Background: an optimization exercise with open tools, aiming at small area. Do not read the settings as production practice.
At most, simulation tests tie the RTL to the original design; equivalence was not proved.
Power figures rest on the tool's default switching activity, not on a simulated workload.

==> flow/design.v (excerpt) <==
module ALU (
input             clk               ,   
input             rst_n             ,   
input             dcd_req           ,   
input      [3:0]  dcd_opcode        ,   
input      [11:0] dcd_mem_addr      ,   
input      [2:0]  dcd_src_reg_1_addr,   
input      [2:0]  dcd_src_reg_2_addr,   
input      [2:0]  dcd_dst_reg_addr  ,   
input      [15:0] dcd_const         ,   
output reg        dcd_ack           ,   
input      [31:0] data_mem_rd_data  ,   
output reg        data_mem_cen      ,   
output            data_mem_rw       ,   
output     [11:0] data_mem_addr     ,   
output     [31:0] data_mem_rw_data  ,   
input      [15:0] reg_0_rd_data     ,   
input             reg_0_ack         ,   
output reg        reg_0_req         ,   
output            reg_0_rw          ,   
output reg [2:0]  reg_0_addr        ,   
input      [15:0] reg_1_rd_data     ,   
input             reg_1_ack         ,   
output reg        reg_1_req         ,   
output reg        reg_1_rw          ,   
output     [2:0]  reg_1_addr        ,   
output reg [15:0] reg_1_wr_data     ,   
output reg        pc_jump_req       ,   
output     [11:0] pc_jump_addr          
);
wire [3:0] op = dcd_opcode;
wire op_alu = op[2];                               
reg  dcd_req_delay;                                
reg  cen_delay;                                    
wire alu_start = dcd_req & ~dcd_req_delay;         
assign data_mem_addr    = dcd_mem_addr;
assign pc_jump_addr     = dcd_mem_addr;
assign data_mem_rw      = ~op[1];
assign data_mem_rw_data = {16'h0000, reg_1_wr_data};    
assign reg_0_rw         = 1'b1;
assign reg_1_addr       = reg_1_rw ? dcd_src_reg_2_addr : dcd_dst_reg_addr;
wire eq = (dcd_const == reg_0_rd_data);
wire        sub = op[0] & ~op[1];
wire [15:0] a   = reg_0_rd_data;
wire [15:0] b   = reg_1_rd_data ^ {16{sub}};
wire [16:0] c;           
wire [15:0] s0;          
wire [15:0] s;
genvar i;
generate for (i = 0; i < 16; i = i + 1) begin : g_add
  wire ci = (i == 0) ? sub : (i == 6 || i == 11) ? 1'b0 : c[i];
  assign s0[i]  = a[i] ^ b[i] ^ ci;
  assign c[i+1] = (a[i] & b[i]) | (a[i] & ci) | (b[i] & ci);
end endgenerate
assign s[5:0] = s0[5:0];
wire c6 = c[6];
wire [4:0] t1;
assign t1[0] = 1'b1;
generate for (i = 1; i < 5; i = i + 1) begin : g_t1
  ...
==> module ALU, before the edit <==
module ALU (
input             clk               ,   
input             rst_n             ,   
input             dcd_req           ,   
input      [3:0]  dcd_opcode        ,   
input      [11:0] dcd_mem_addr      ,   
input      [2:0]  dcd_src_reg_1_addr,   
input      [2:0]  dcd_src_reg_2_addr,   
input      [2:0]  dcd_dst_reg_addr  ,   
input      [15:0] dcd_const         ,   
output reg        dcd_ack           ,   
input      [31:0] data_mem_rd_data  ,   
output reg        data_mem_cen      ,   
output            data_mem_rw       ,   
output     [11:0] data_mem_addr     ,   
output     [31:0] data_mem_rw_data  ,   
input      [15:0] reg_0_rd_data     ,   
input             reg_0_ack         ,   
output reg        reg_0_req         ,   
output            reg_0_rw          ,   
output reg [2:0]  reg_0_addr        ,   
input      [15:0] reg_1_rd_data     ,   
input             reg_1_ack         ,   
output reg        reg_1_req         ,   
output reg        reg_1_rw          ,   
output     [2:0]  reg_1_addr        ,   
output reg [15:0] reg_1_wr_data     ,   
output reg        pc_jump_req       ,   
output     [11:0] pc_jump_addr          
);
wire [3:0] op = dcd_opcode;
wire op_alu = op[2];                               
reg  dcd_req_delay;                                
reg  cen_delay;                                    
wire alu_start = dcd_req & ~dcd_req_delay;         
assign data_mem_addr    = dcd_mem_addr;
assign pc_jump_addr     = dcd_mem_addr;
assign data_mem_rw      = ~op[1];
assign data_mem_rw_data = {16'h0000, reg_1_wr_data};    
assign reg_0_rw         = 1'b1;
assign reg_1_addr       = reg_1_rw ? dcd_src_reg_2_addr : dcd_dst_reg_addr;
wire eq = (dcd_const == reg_0_rd_data);
wire        sub = op[0] & ~op[1];
wire [15:0] a   = reg_0_rd_data;
wire [15:0] b   = reg_1_rd_data ^ {16{sub}};
wire [16:0] c;           
wire [15:0] s0;          
wire [15:0] s;
genvar i;
generate for (i = 0; i < 16; i = i + 1) begin : g_add
  wire ci = (i == 0) ? sub : (i == 6 || i == 11) ? 1'b0 : c[i];
  assign s0[i]  = a[i] ^ b[i] ^ ci;
  assign c[i+1] = (a[i] & b[i]) | (a[i] & ci) | (b[i] & ci);
end endgenerate
assign s[5:0] = s0[5:0];
wire c6 = c[6];
wire [4:0] t1;
assign t1[0] = 1'b1;
generate for (i = 1; i < 5; i = i + 1) begin : g_t1
  assign t1[i] = t1[i-1] & s0[6+i-1];
end endgenerate
generate for (i = 0; i < 5; i = i + 1) begin : g_s1
  assign s[6+i] = s0[6+i] ^ (c6 & t1[i]);
end endgenerate
wire c11 = c[11] | (c6 & t1[4] & s0[10]);
wire [4:0] t2;
assign t2[0] = 1'b1;
generate for (i = 1; i < 5; i = i + 1) begin : g_t2
  assign t2[i] = t2[i-1] & s0[11+i-1];
end endgenerate
generate for (i = 0; i < 5; i = i + 1) begin : g_s2
  assign s[11+i] = s0[11+i] ^ (c11 & t2[i]);
end endgenerate
wire [15:0] logic_res = (a & reg_1_rd_data) | ({16{op[0]}} & (a | reg_1_rd_data));    
wire [15:0] alu_res   = op[1] ? logic_res : s;
always @(posedge clk or negedge rst_n)
if (~rst_n) begin
  dcd_req_delay <= 1'b0;
  cen_delay     <= 1'b0;
  data_mem_cen  <= 1'b0;
  reg_0_req     <= 1'b0;
  reg_1_req     <= 1'b0;
  reg_1_rw      <= 1'b0;
  pc_jump_req   <= 1'b0;
  dcd_ack       <= 1'b0;
end else begin
  dcd_req_delay <= dcd_req;
  cen_delay     <= data_mem_cen;
  data_mem_cen  <= (alu_start & ~op[3] & ~op[2] & ~(op[1] ^ op[0]))
                 | (reg_0_ack & ~op[2] & op[1] & ~op[0]);
  reg_0_req     <= ~reg_0_ack & (reg_0_req | (alu_start & (op[2] | (op[1] & ~op[0]) | (op[3] & op[0]))));
  reg_1_req     <= reg_1_ack ? reg_1_rw
                 : (reg_1_req | (alu_start & (op[2] | (~op[3] & ~op[1] & op[0]))) | (cen_delay & ~op[1]));
  reg_1_rw      <= alu_start ? op_alu : (reg_1_rw & ~reg_1_ack);
  pc_jump_req   <= (alu_start & op[3] & ~op[0]) | (reg_0_ack & op[3] & op[0] & eq);
  dcd_ack       <= (~reg_1_rw & reg_1_ack) | (op[1] & data_mem_cen)
                 | (alu_start & op[3] & ~op[0]) | (reg_0_ack & op[3] & op[0]);
end
always @(posedge clk)
  reg_0_addr <= dcd_src_reg_1_addr;
wire sel_alu  = reg_1_rw;
wire sel_hold = op[2] & ~reg_1_rw;
wire sel_c    = ~op[2] & op[0];
wire sel_m    = ~op[2] & ~op[1] & ~op[0];
wire sel_r    = ~op[2] & op[1] & ~op[0];
always @(posedge clk)
  reg_1_wr_data <= ({16{sel_alu}}  & alu_res)
                 | ({16{sel_hold}} & reg_1_wr_data)
                 | ({16{sel_c}}    & dcd_const)
                 | ({16{sel_m}}    & data_mem_rd_data[15:0])
                 | ({16{sel_r}}    & reg_0_rd_data);
endmodule  
==> flow/config.mk <==
export PLATFORM = sky130hd
export DESIGN_NAME = ALU
export DESIGN_NICKNAME = ALU
export VERILOG_FILES = /design/flow/design.v
export SDC_FILE = /design/flow/constraint.sdc
export NUM_CORES = 4
export LEC_CHECK = 0
export CAP_MARGIN = 20
export CORE_MARGIN = 2
export CORE_UTILIZATION = 40
export SLEW_MARGIN = 20
==> flow/constraint.sdc <==
create_clock -name core_clock -period 5.0 [get_ports {clk}]
set_input_delay 1.0000 -clock core_clock [delete_from_list [all_inputs] [get_ports {clk}]]
set_output_delay 1.0000 -clock core_clock [all_outputs]
set_load 0.01 [all_outputs]
standard.sh (not shown) runs the stock make flow with config.mk's settings and CLKGATE_MAP_FILE= SYNTH_SCRIPT=/design/flow/synth_recipe.tcl, a recipe that flattens the netlist after the stock synthesis.
==> flow/flow/run.sh <==
#!/bin/bash
# Standard ORFS layout, with the smallest buffer (buf_1) used for the port buffers.
set -euo pipefail
export BUFFER_PORTS_ARGS="-buffer_cell sky130_fd_sc_hd__buf_1"
bash standard.sh > standard_flow.log 2>&1
The starting point finished with timing, DRC and antenna clean.
Then changed:
--- a/flow/design.v
+++ b/flow/design.v
@@ -36,42 +36,15 @@
 assign data_mem_addr    = dcd_mem_addr;
 assign pc_jump_addr     = dcd_mem_addr;
 assign data_mem_rw      = ~op[1];
-assign data_mem_rw_data = {16'h0000, reg_1_wr_data};    
+assign data_mem_rw_data = {16'h0000, op[0] ? dcd_const : reg_0_rd_data};
 assign reg_0_rw         = 1'b1;
 assign reg_1_addr       = reg_1_rw ? dcd_src_reg_2_addr : dcd_dst_reg_addr;
 wire eq = (dcd_const == reg_0_rd_data);
 wire        sub = op[0] & ~op[1];
 wire [15:0] a   = reg_0_rd_data;
 wire [15:0] b   = reg_1_rd_data ^ {16{sub}};
-wire [16:0] c;           
-wire [15:0] s0;          
-wire [15:0] s;
-genvar i;
-generate for (i = 0; i < 16; i = i + 1) begin : g_add
-  wire ci = (i == 0) ? sub : (i == 6 || i == 11) ? 1'b0 : c[i];
-  assign s0[i]  = a[i] ^ b[i] ^ ci;
-  assign c[i+1] = (a[i] & b[i]) | (a[i] & ci) | (b[i] & ci);
-end endgenerate
-assign s[5:0] = s0[5:0];
-wire c6 = c[6];
-wire [4:0] t1;
-assign t1[0] = 1'b1;
-generate for (i = 1; i < 5; i = i + 1) begin : g_t1
-  assign t1[i] = t1[i-1] & s0[6+i-1];
-end endgenerate
-generate for (i = 0; i < 5; i = i + 1) begin : g_s1
-  assign s[6+i] = s0[6+i] ^ (c6 & t1[i]);
-end endgenerate
-wire c11 = c[11] | (c6 & t1[4] & s0[10]);
-wire [4:0] t2;
-assign t2[0] = 1'b1;
-generate for (i = 1; i < 5; i = i + 1) begin : g_t2
-  assign t2[i] = t2[i-1] & s0[11+i-1];
-end endgenerate
-generate for (i = 0; i < 5; i = i + 1) begin : g_s2
-  assign s[11+i] = s0[11+i] ^ (c11 & t2[i]);
-end endgenerate
-wire [15:0] logic_res = (a & reg_1_rd_data) | ({16{op[0]}} & (a | reg_1_rd_data));    
+wire [15:0] s = a + b + {15'd0, sub};
+wire [15:0] logic_res = op[0] ? (reg_0_rd_data | reg_1_rd_data) : (reg_0_rd_data & reg_1_rd_data);
 wire [15:0] alu_res   = op[1] ? logic_res : s;
 always @(posedge clk or negedge rst_n)
 if (~rst_n) begin
@@ -98,15 +71,9 @@
 end
 always @(posedge clk)
   reg_0_addr <= dcd_src_reg_1_addr;
-wire sel_alu  = reg_1_rw;
-wire sel_hold = op[2] & ~reg_1_rw;
-wire sel_c    = ~op[2] & op[0];
-wire sel_m    = ~op[2] & ~op[1] & ~op[0];
-wire sel_r    = ~op[2] & op[1] & ~op[0];
 always @(posedge clk)
-  reg_1_wr_data <= ({16{sel_alu}}  & alu_res)
-                 | ({16{sel_hold}} & reg_1_wr_data)
-                 | ({16{sel_c}}    & dcd_const)
-                 | ({16{sel_m}}    & data_mem_rd_data[15:0])
-                 | ({16{sel_r}}    & reg_0_rd_data);
+  if (reg_1_rw)       reg_1_wr_data <= alu_res;
+  else if (op_alu)    reg_1_wr_data <= reg_1_wr_data;
+  else if (op[0])     reg_1_wr_data <= dcd_const;
+  else                reg_1_wr_data <= data_mem_rd_data[15:0];
 endmodule  
The new run went through all stages and came out clean.
Power came out higher by 4.3%.
Routed wire length came out higher by 13%.
Sequential share of layout area came out higher by 2.1 points.
Design area came out higher by 15%.
Fmax came out higher by 22%.
Combinational power came out higher by 9.1%.
Die area came out higher by 13%.
Synthesized cell count came out higher by 18%.
Core utilization came out higher by 0.52 points.
First-iteration DRC count came out lower by 28%.
The RTL of the second run of this note was laid out without a check of its function.

[port drivers added, routing unchanged]
No port has a modelled driver above. Below, the same layouts with a new extraction and two added sets of constraints. Step 1 assumes that a clkbuf_16 drives the clock port and a buf_2 every other input. Step 2 times the ports against the registers' clock, not the clock port: input delays grow and output delays shrink by t, the midpoint of the rising clock arrivals with the driver on. Three values: ideal, step 1, step 2; two values: the first two.
| run | t, ns | setup slack, ns | hold slack, ns | latest minus earliest clock arrival (ns) | slew at the worst register clock pin (ns) |
|---|---|---|---|---|---|
| the first run | 0.303 | 0.412 / 0.415 / 0.112 | 0.412 / 0.412 / 0.412 | 0.006 / 0.006 | 0.11 / 0.11 |
| the second run | 0.307 | 1.250 / 1.259 / 0.952 | 0.443 / 0.443 / 0.443 | 0.006 / 0.007 | 0.11 / 0.11 |
After both steps setup and hold are still met in every run listed. For the first run, which loses most, drivers alone change the setup slack by +0.003 ns; drivers and shift together by -0.300 ns.
